Background: an optimization exercise with open tools, aiming at small area, a short achievable clock period and few clock cycles per item. Do not read the settings as production practice.
Where RTL was checked, it was by simulation tests only, not by an equivalence proof against the original.
No activity file was given, so power comes from the tool's default toggle rates.

Design top_proc, start of the top module:
module top_proc #(
    parameter INITIAL_PC = 32'h0000_0000
)(
    input clk,
    input rst,
    input [31:0] instr,
    input [31:0] dReadData,
    output [31:0] PC,
    output [31:0] dAddress,
    output [31:0] dWriteData,
    output MemRead,
    output MemWrite
);
Size: ~5,000 cells after synthesis, about 1,400 flip-flops, ~160 I/O pins.
==> flow/config.mk <==
export PLATFORM = sky130hd
export DESIGN_NAME = top_proc
export DESIGN_NICKNAME = top_proc
export VERILOG_FILES = /design/flow/design.v
export SDC_FILE = /design/flow/constraint.sdc
export NUM_CORES = 8
export LEC_CHECK = 0
export CAP_MARGIN = 20
export CORE_MARGIN = 2
export CORE_UTILIZATION = 45
export CTS_BUF_LIST = sky130_fd_sc_hd__clkbuf_8 sky130_fd_sc_hd__clkbuf_16
export CTS_CLUSTER_DIAMETER = 80
export CTS_CLUSTER_SIZE = 20
export SETUP_SLACK_MARGIN = 5
export SLEW_MARGIN = 20
export SYNTH_HIERARCHICAL = 0
==> flow/constraint.sdc <==
create_clock -name core_clock -period 11.0 [get_ports {clk}]
set_input_delay 2.2000 -clock core_clock [delete_from_list [all_inputs] [get_ports {clk}]]
set_output_delay 2.2000 -clock core_clock [all_outputs]
set_load 0.01 [all_outputs]
standard.sh (not shown) runs the stock make flow with config.mk's settings and CLKGATE_MAP_FILE= SYNTH_SCRIPT=/design/flow/synth_recipe.tcl, a recipe that flattens the netlist after the stock synthesis.
==> flow/flow/run.sh <==
#!/bin/bash
# Layout: the standard flow (standard.sh) with its standard synthesis
# and these changes to how the layout is made (the SDC, the clock period
# and the flow scripts are unchanged):
#  - no gate cloning in timing repair (its clones can leave nets over the
#    max-slew limit at the end);
#  - every port still gets its buffer, but a plain buf_2 instead of the
#    delay cell buffer_ports picks by itself.
# Each step's full output goes to its own log file in this folder (ORFS
# also keeps per-step logs under orfs/logs/).
set -euo pipefail
K=(SETUP_SLACK_MARGIN=7.5 SKIP_GATE_CLONING=1 "BUFFER_PORTS_ARGS=-buffer_cell sky130_fd_sc_hd__buf_2")
bash standard.sh synth > synth.log 2>&1
bash standard.sh "${K[@]}" floorplan > floorplan.log 2>&1
bash standard.sh "${K[@]}" place > place.log 2>&1
bash standard.sh "${K[@]}" cts > cts.log 2>&1
bash standard.sh "${K[@]}" route > route.log 2>&1
bash standard.sh "${K[@]}" finish > finish.log 2>&1
The starting point passed the timing, DRC and antenna checks.
Testbench counts at the start, summed over its fixed seeds: cycles 43,757, instrs 37,128.
Change:
--- a/flow/design.v
+++ b/flow/design.v
@@ -1,21 +1,22 @@
 `timescale 1ns/1ps
 module fetch_next (
     input  wire [31:0] instr,
     input  wire [31:0] pc_i,      
     input  wire [31:0] pc_f,      
     input  wire        v_i,       
     input  wire        stall,
     input  wire        i_bp,      
     input  wire        btb_v,
+    input  wire        btb_fill,  
     input  wire [12:1] btb_tag,
     input  wire [12:1] btb_off,
     input  wire [12:1] btb_tgt,
     input  wire [31:0] e_alt,
     input  wire        e_beq,     
     input  wire        e_fix,     
     input  wire [31:0] e_a,
     input  wire [31:0] e_b,
     input  wire        v_r,       
     input  wire [31:0] ir,
     input  wire        e_we,      
     input  wire        e_load,
@@ -74,25 +75,25 @@
     wire [11:0] lo = p ^ {G[4][10:0], 1'b0};
     assign target = {pc_i[31:13], lo, pc_i[0]};
     assign inc = G[4][11] & ~b[11];
     assign dec = ~G[4][11] & b[11];
     wire [29:0] ones;            
     genvar k;
     generate
         for (k = 0; k < 30; k = k + 1) begin : incr
             assign ones[k] = &pc_f[k+2:2];
         end
     endgenerate
     wire [31:0] pc_inc = {pc_f[31:2] ^ {ones[28:0], 1'b1}, pc_f[1:0]};
-    wire        hit = btb_v & (pc_inc[12:1] == btb_tag);
+    wire        hit = btb_v & ~btb_fill & (pc_inc[12:1] == btb_tag);
     wire [31:0] btgt = {pc_f[31:13], btb_tgt, pc_f[0]};
     wire bp_ok  = pred & (b == btb_off);
     wire wrong  = v_i & i_bp & ~bp_ok;           
     wire again  = v_i & stall;
     wire take   = v_i & pred & ~i_bp & ~stall & ~mis;
     assign refuse  = wrong;
     assign pc_nx = mis ? e_alt : (again | wrong) ? pc_i : take ? target :
                    hit ? btgt : pc_inc;
     assign v_nx  = ~mis & ~again & ~wrong & ~take;
     assign bp_nx = hit & ~mis & ~again & ~wrong & ~take;
     assign btb_we  = take;
     assign btb_inv = wrong & ~mis & ~again;
@@ -166,25 +167,25 @@
     reg         e_fix;          
     wire        v_nx, i_pred, i_inc, i_dec, hz_e, hz_m;
     wire        mis, refuse, bp_nx, btb_we, btb_inv;
     reg         i_bp;           
     reg         btb_fill;       
     reg         btb_v;          
     reg  [12:1] btb_tag;
     reg  [12:1] btb_off;
     reg  [12:1] btb_tgt;
     wire        stall = v_r & (r_hze | r_hzm);
     fetch_next fn (
         .instr(instr), .pc_i(pc_i), .pc_f(pc_f), .v_i(v_i),
-        .stall(stall), .i_bp(i_bp), .btb_v(btb_v), .btb_tag(btb_tag), .btb_off(btb_off), .btb_tgt(btb_tgt),
+        .stall(stall), .i_bp(i_bp), .btb_v(btb_v), .btb_fill(btb_fill), .btb_tag(btb_tag), .btb_off(btb_off), .btb_tgt(btb_tgt),
         .e_alt(e_alt), .e_beq(e_beq), .e_fix(e_fix), .e_a(e_a), .e_b(e_b),
         .v_r(v_r), .ir(ir), .e_we(e_we), .e_load(e_load), .e_rd(e_rd),
         .mis(mis), .refuse(refuse), .bp_nx(bp_nx), .btb_we(btb_we), .btb_inv(btb_inv),
         .pc_nx(pc_nx), .v_nx(v_nx), .pred(i_pred),
         .target(i_target), .inc(i_inc), .dec(i_dec), .hz_e(hz_e), .hz_m(hz_m)
     );
     wire [6:0] r_op  = ir[6:0];
     wire [2:0] r_f3  = ir[14:12];
     wire [4:0] r_rd  = ir[11:7];
     wire [4:0] r_rs1 = ir[19:15];
     wire [4:0] r_rs2 = ir[24:20];
     wire r_isR  = (r_op == OP_R);
Effect: Setup slack got worse by 88 ps; wire length grows by about 6%; clock-buffer cell count drops by 1; hold slack is better by 14 ps; synthesized cell count went up by 3.8%; global-route usage goes up by 1.9 points; cell count increases by about 3.2%; sequential power is about the same; via count rises by about 5.6%; register-to-register slack is worse by 90 ps; clock power goes down by about 1%; power increases by about 0.9%; sequential share of layout area shrinks by 1.0 points.
For the second run of this note, only the layout was checked, not whether the RTL still works.

---

Setup of build 20:
Another version of the RTL of top_proc (not shown whole).
Size in the first run: ~5000 cells after synthesis, about 1400 flip-flops, ~160 I/O pins, about 65000 µm² of cells after synthesis.
export LEC_CHECK = 0
export CAP_MARGIN = 20
export CORE_MARGIN = 2
export CORE_UTILIZATION = 45
export CTS_BUF_LIST = sky130_fd_sc_hd__clkbuf_8 sky130_fd_sc_hd__clkbuf_16
export CTS_CLUSTER_DIAMETER = 80
export CTS_CLUSTER_SIZE = 20
export SETUP_SLACK_MARGIN = 5
export SLEW_MARGIN = 20
export SYNTH_HIERARCHICAL = 1
create_clock -name core_clock -period 11.0 [get_ports {clk}]
==> flow/flow/run.sh <==
#!/bin/bash
set -euo pipefail
bash standard.sh synth > synth.log 2>&1
bash standard.sh SETUP_SLACK_MARGIN=7.5 SKIP_GATE_CLONING=1 floorplan > floorplan.log 2>&1
bash standard.sh SETUP_SLACK_MARGIN=7.5 SKIP_GATE_CLONING=1 place > place.log 2>&1
bash standard.sh SETUP_SLACK_MARGIN=7.5 SKIP_GATE_CLONING=1 cts > cts.log 2>&1
bash standard.sh SETUP_SLACK_MARGIN=7.5 SKIP_GATE_CLONING=1 route > route.log 2>&1
bash standard.sh SETUP_SLACK_MARGIN=7.5 SKIP_GATE_CLONING=1 finish > finish.log 2>&1
For trial 55, these inputs were changed with respect to build 20:
--- a/flow/design.v
+++ b/flow/design.v
@@ -1,21 +1,22 @@
 `timescale 1ns/1ps
 module fetch_next (
     input  wire [31:0] instr,
     input  wire [31:0] pc_i,      
     input  wire [31:0] pc_f,      
     input  wire        v_i,       
     input  wire        stall,
     input  wire        i_bp,      
     input  wire        btb_v,
-    input  wire [12:2] btb_tag,
+    input  wire [12:1] btb_tag,
     input  wire [12:1] btb_off,
+    input  wire [12:1] btb_tgt,
     input  wire [31:0] e_alt,
     input  wire        e_beq,     
     input  wire        e_fix,     
     input  wire [31:0] e_a,
     input  wire [31:0] e_b,
     input  wire        v_r,       
     input  wire [31:0] ir,
     input  wire        e_we,      
     input  wire        e_load,
     input  wire [4:0]  e_rd,
@@ -75,43 +76,32 @@
     assign inc = G[4][11] & ~b[11];
     assign dec = ~G[4][11] & b[11];
     wire [29:0] ones;            
     genvar k;
     generate
         for (k = 0; k < 30; k = k + 1) begin : incr
             assign ones[k] = &pc_f[k+2:2];
         end
     endgenerate
     wire [31:0] pc_inc = {pc_f[31:2] ^ {ones[28:0], 1'b1}, pc_f[1:0]};
-    wire        hit = btb_v & (pc_f[12:2] == btb_tag);
-    wire [11:0] ba = pc_f[12:1];
-    wire [11:0] bb = btb_off;
-    wire [11:0] bg = ba & bb;
-    wire [11:0] bp = ba ^ bb;
-    wire [11:0] bc;              
-    assign bc[0] = 1'b0;
-    generate
-        for (i = 1; i < 12; i = i + 1) begin : bcar
-            assign bc[i] = bg[i-1] | (bp[i-1] & bc[i-1]);
-        end
-    endgenerate
-    wire [31:0] btgt = {pc_f[31:13], bp ^ bc, pc_f[0]};
+    wire        hit = btb_v & (pc_inc[12:1] == btb_tag);
+    wire [31:0] btgt = {pc_f[31:13], btb_tgt, pc_f[0]};
     wire bp_ok  = pred & (b == btb_off);
     wire wrong  = v_i & i_bp & ~bp_ok;           
     wire again  = v_i & stall;
     wire take   = v_i & pred & ~i_bp & ~stall & ~mis;
     assign refuse  = wrong;
     assign pc_nx = mis ? e_alt : (again | wrong) ? pc_i : take ? target :
                    hit ? btgt : pc_inc;
     assign v_nx  = ~mis & ~again & ~wrong & ~take;
     assign bp_nx = hit & ~mis & ~again & ~wrong & ~take;
-    assign btb_we  = take & ~inc & ~dec;
+    assign btb_we  = take;
     assign btb_inv = wrong & ~mis & ~again;
 endmodule
 module hi_adjust (
     input  wire [18:0] hi,
     input  wire        inc,
     input  wire        dec,
     output wire [18:0] y
 );
     wire [18:0] all1, all0;      
     assign all1[0] = 1'b1;
@@ -170,27 +160,29 @@
     assign PC         = pc_f;
     assign dAddress   = m_res;
     assign dWriteData = m_sd;
     assign MemRead    = m_rdreq;
     assign MemWrite   = m_wrreq;
     wire [31:0] pc_nx, i_target, r_tgt;
     reg         e_fix;          
     wire        v_nx, i_pred, i_inc, i_dec, hz_e, hz_m;
     wire        mis, refuse, bp_nx, btb_we, btb_inv;
     reg         i_bp;           
+    reg         btb_fill;       
     reg         btb_v;          
-    reg  [12:2] btb_tag;
+    reg  [12:1] btb_tag;
     reg  [12:1] btb_off;
+    reg  [12:1] btb_tgt;
     wire        stall = v_r & (r_hze | r_hzm);
     fetch_next fn (
         .instr(instr), .pc_i(pc_i), .pc_f(pc_f), .v_i(v_i),
-        .stall(stall), .i_bp(i_bp), .btb_v(btb_v), .btb_tag(btb_tag), .btb_off(btb_off),
+        .stall(stall), .i_bp(i_bp), .btb_v(btb_v), .btb_tag(btb_tag), .btb_off(btb_off), .btb_tgt(btb_tgt),
         .e_alt(e_alt), .e_beq(e_beq), .e_fix(e_fix), .e_a(e_a), .e_b(e_b),
         .v_r(v_r), .ir(ir), .e_we(e_we), .e_load(e_load), .e_rd(e_rd),
         .mis(mis), .refuse(refuse), .bp_nx(bp_nx), .btb_we(btb_we), .btb_inv(btb_inv),
         .pc_nx(pc_nx), .v_nx(v_nx), .pred(i_pred),
         .target(i_target), .inc(i_inc), .dec(i_dec), .hz_e(hz_e), .hz_m(hz_m)
     );
     wire [6:0] r_op  = ir[6:0];
     wire [2:0] r_f3  = ir[14:12];
     wire [4:0] r_rd  = ir[11:7];
     wire [4:0] r_rs1 = ir[19:15];
@@ -294,35 +286,38 @@
                | ({32{e_sll}} & e_shl)
                | ({32{e_srl}} & e_shr)
                | ({32{e_xor}} & (e_a ^ e_b))
                | ({32{e_or}}  & (e_a | e_b))
                | ({32{e_and}} & (e_a & e_b));
     always @(posedge clk or posedge rst) begin
         if (rst) begin
             pc_f <= INITIAL_PC;
             v_i  <= 1'b0;
             i_bp <= 1'b0;
+            btb_fill <= 1'b0;
             btb_v <= 1'b0;
         end else begin
             pc_f <= pc_nx;
             v_i  <= v_nx;
             i_bp <= bp_nx;
-            if (btb_we)
-                btb_v <= 1'b1;
+            btb_fill <= btb_we;
+            if (btb_fill)
+                btb_v <= ~r_inc & ~r_dec;    
             else if (btb_inv)
                 btb_v <= 1'b0;
         end
     end
     always @(posedge clk) begin
-        if (btb_we) begin
-            btb_tag <= pc_i[12:2];
-            btb_off <= {instr[31], instr[7], instr[30:25], instr[11:8]};
+        if (btb_fill) begin
+            btb_tag <= pc_i[12:1];
+            btb_tgt <= r_alt[12:1];
+            btb_off <= {ir[31], ir[7], ir[30:25], ir[11:8]};
         end
     end
     always @(posedge clk) begin
         pc_i <= pc_f;
     end
     always @(posedge clk or posedge rst) begin
         if (rst)
             v_r <= 1'b0;
         else if (mis)
             v_r <= 1'b0;
[trial 55] share of the cycle needed by the critical path after routing fell 15 points relative to build 20. Run comparison: build 20 master of the slowest instance on the critical path edfxtp_1; trial 55 master of the slowest instance on the critical path or4_4. | cell area after placement | build 20 vs trial 55 | ≈ equal |. Compared with build 20, in trial 55 initial antenna violation count dropped 2; clock skew -0.012 ns; via count moved down; die area neither gained nor lost much. Diff build 20 -> trial 55: wire length on met2 up about 1.4%, total placed cells including tap cells has decreased. Compared with build 20, trial 55 is the less power-hungry design. [trial 55 vs build 20] number of standard cells after synthesis: lower in trial 55. STATUS total wire length: trial 55 wins against build 20. Against build 20 as the reference, trial 55 delivers a lower total internal power. On worst path buffer plus inverter count: trial 55 sits above build 20.
Testbench counts of trial 55, summed over its fixed seeds: cycles 43,757, instrs 37,128.
Function not checked in build 20: the RTL went through the layout flow alone.

-- what the ideal ports hide --
The flow's constraints put no driver on any port. The routed layouts listed below were extracted and timed again, unchanged, in two steps.
Step 1: set_driving_cell puts a clkbuf_16 on clk and a buf_2 on each other input, an assumption about the parent block.
Step 2, shift: input delay + t, output delay - t, t = (earliest + latest rising clock arrival at the registers) / 2. This alone moves slack from input paths to output paths.
Slacks: ideal ports / drivers / drivers and shift; pairs: ideal ports / drivers.
run	shift t [ns]	setup slack, ns	worst data-port slew with drivers (ns)
the first run of note 1	0.827	7.322 / 7.322 / 6.547	0.16
the second run of note 1	0.822	7.234 / 7.234 / 6.591	0.14
build 20	0.831	5.763 / 5.763 / 5.763	0.18
trial 55	0.807	7.359 / 7.360 / 6.583	0.12
After both steps every run listed still meets setup and hold. The setup slack of trial 55, which loses most, moves by +0.001 ns with the drivers and by -0.776 ns with both steps.
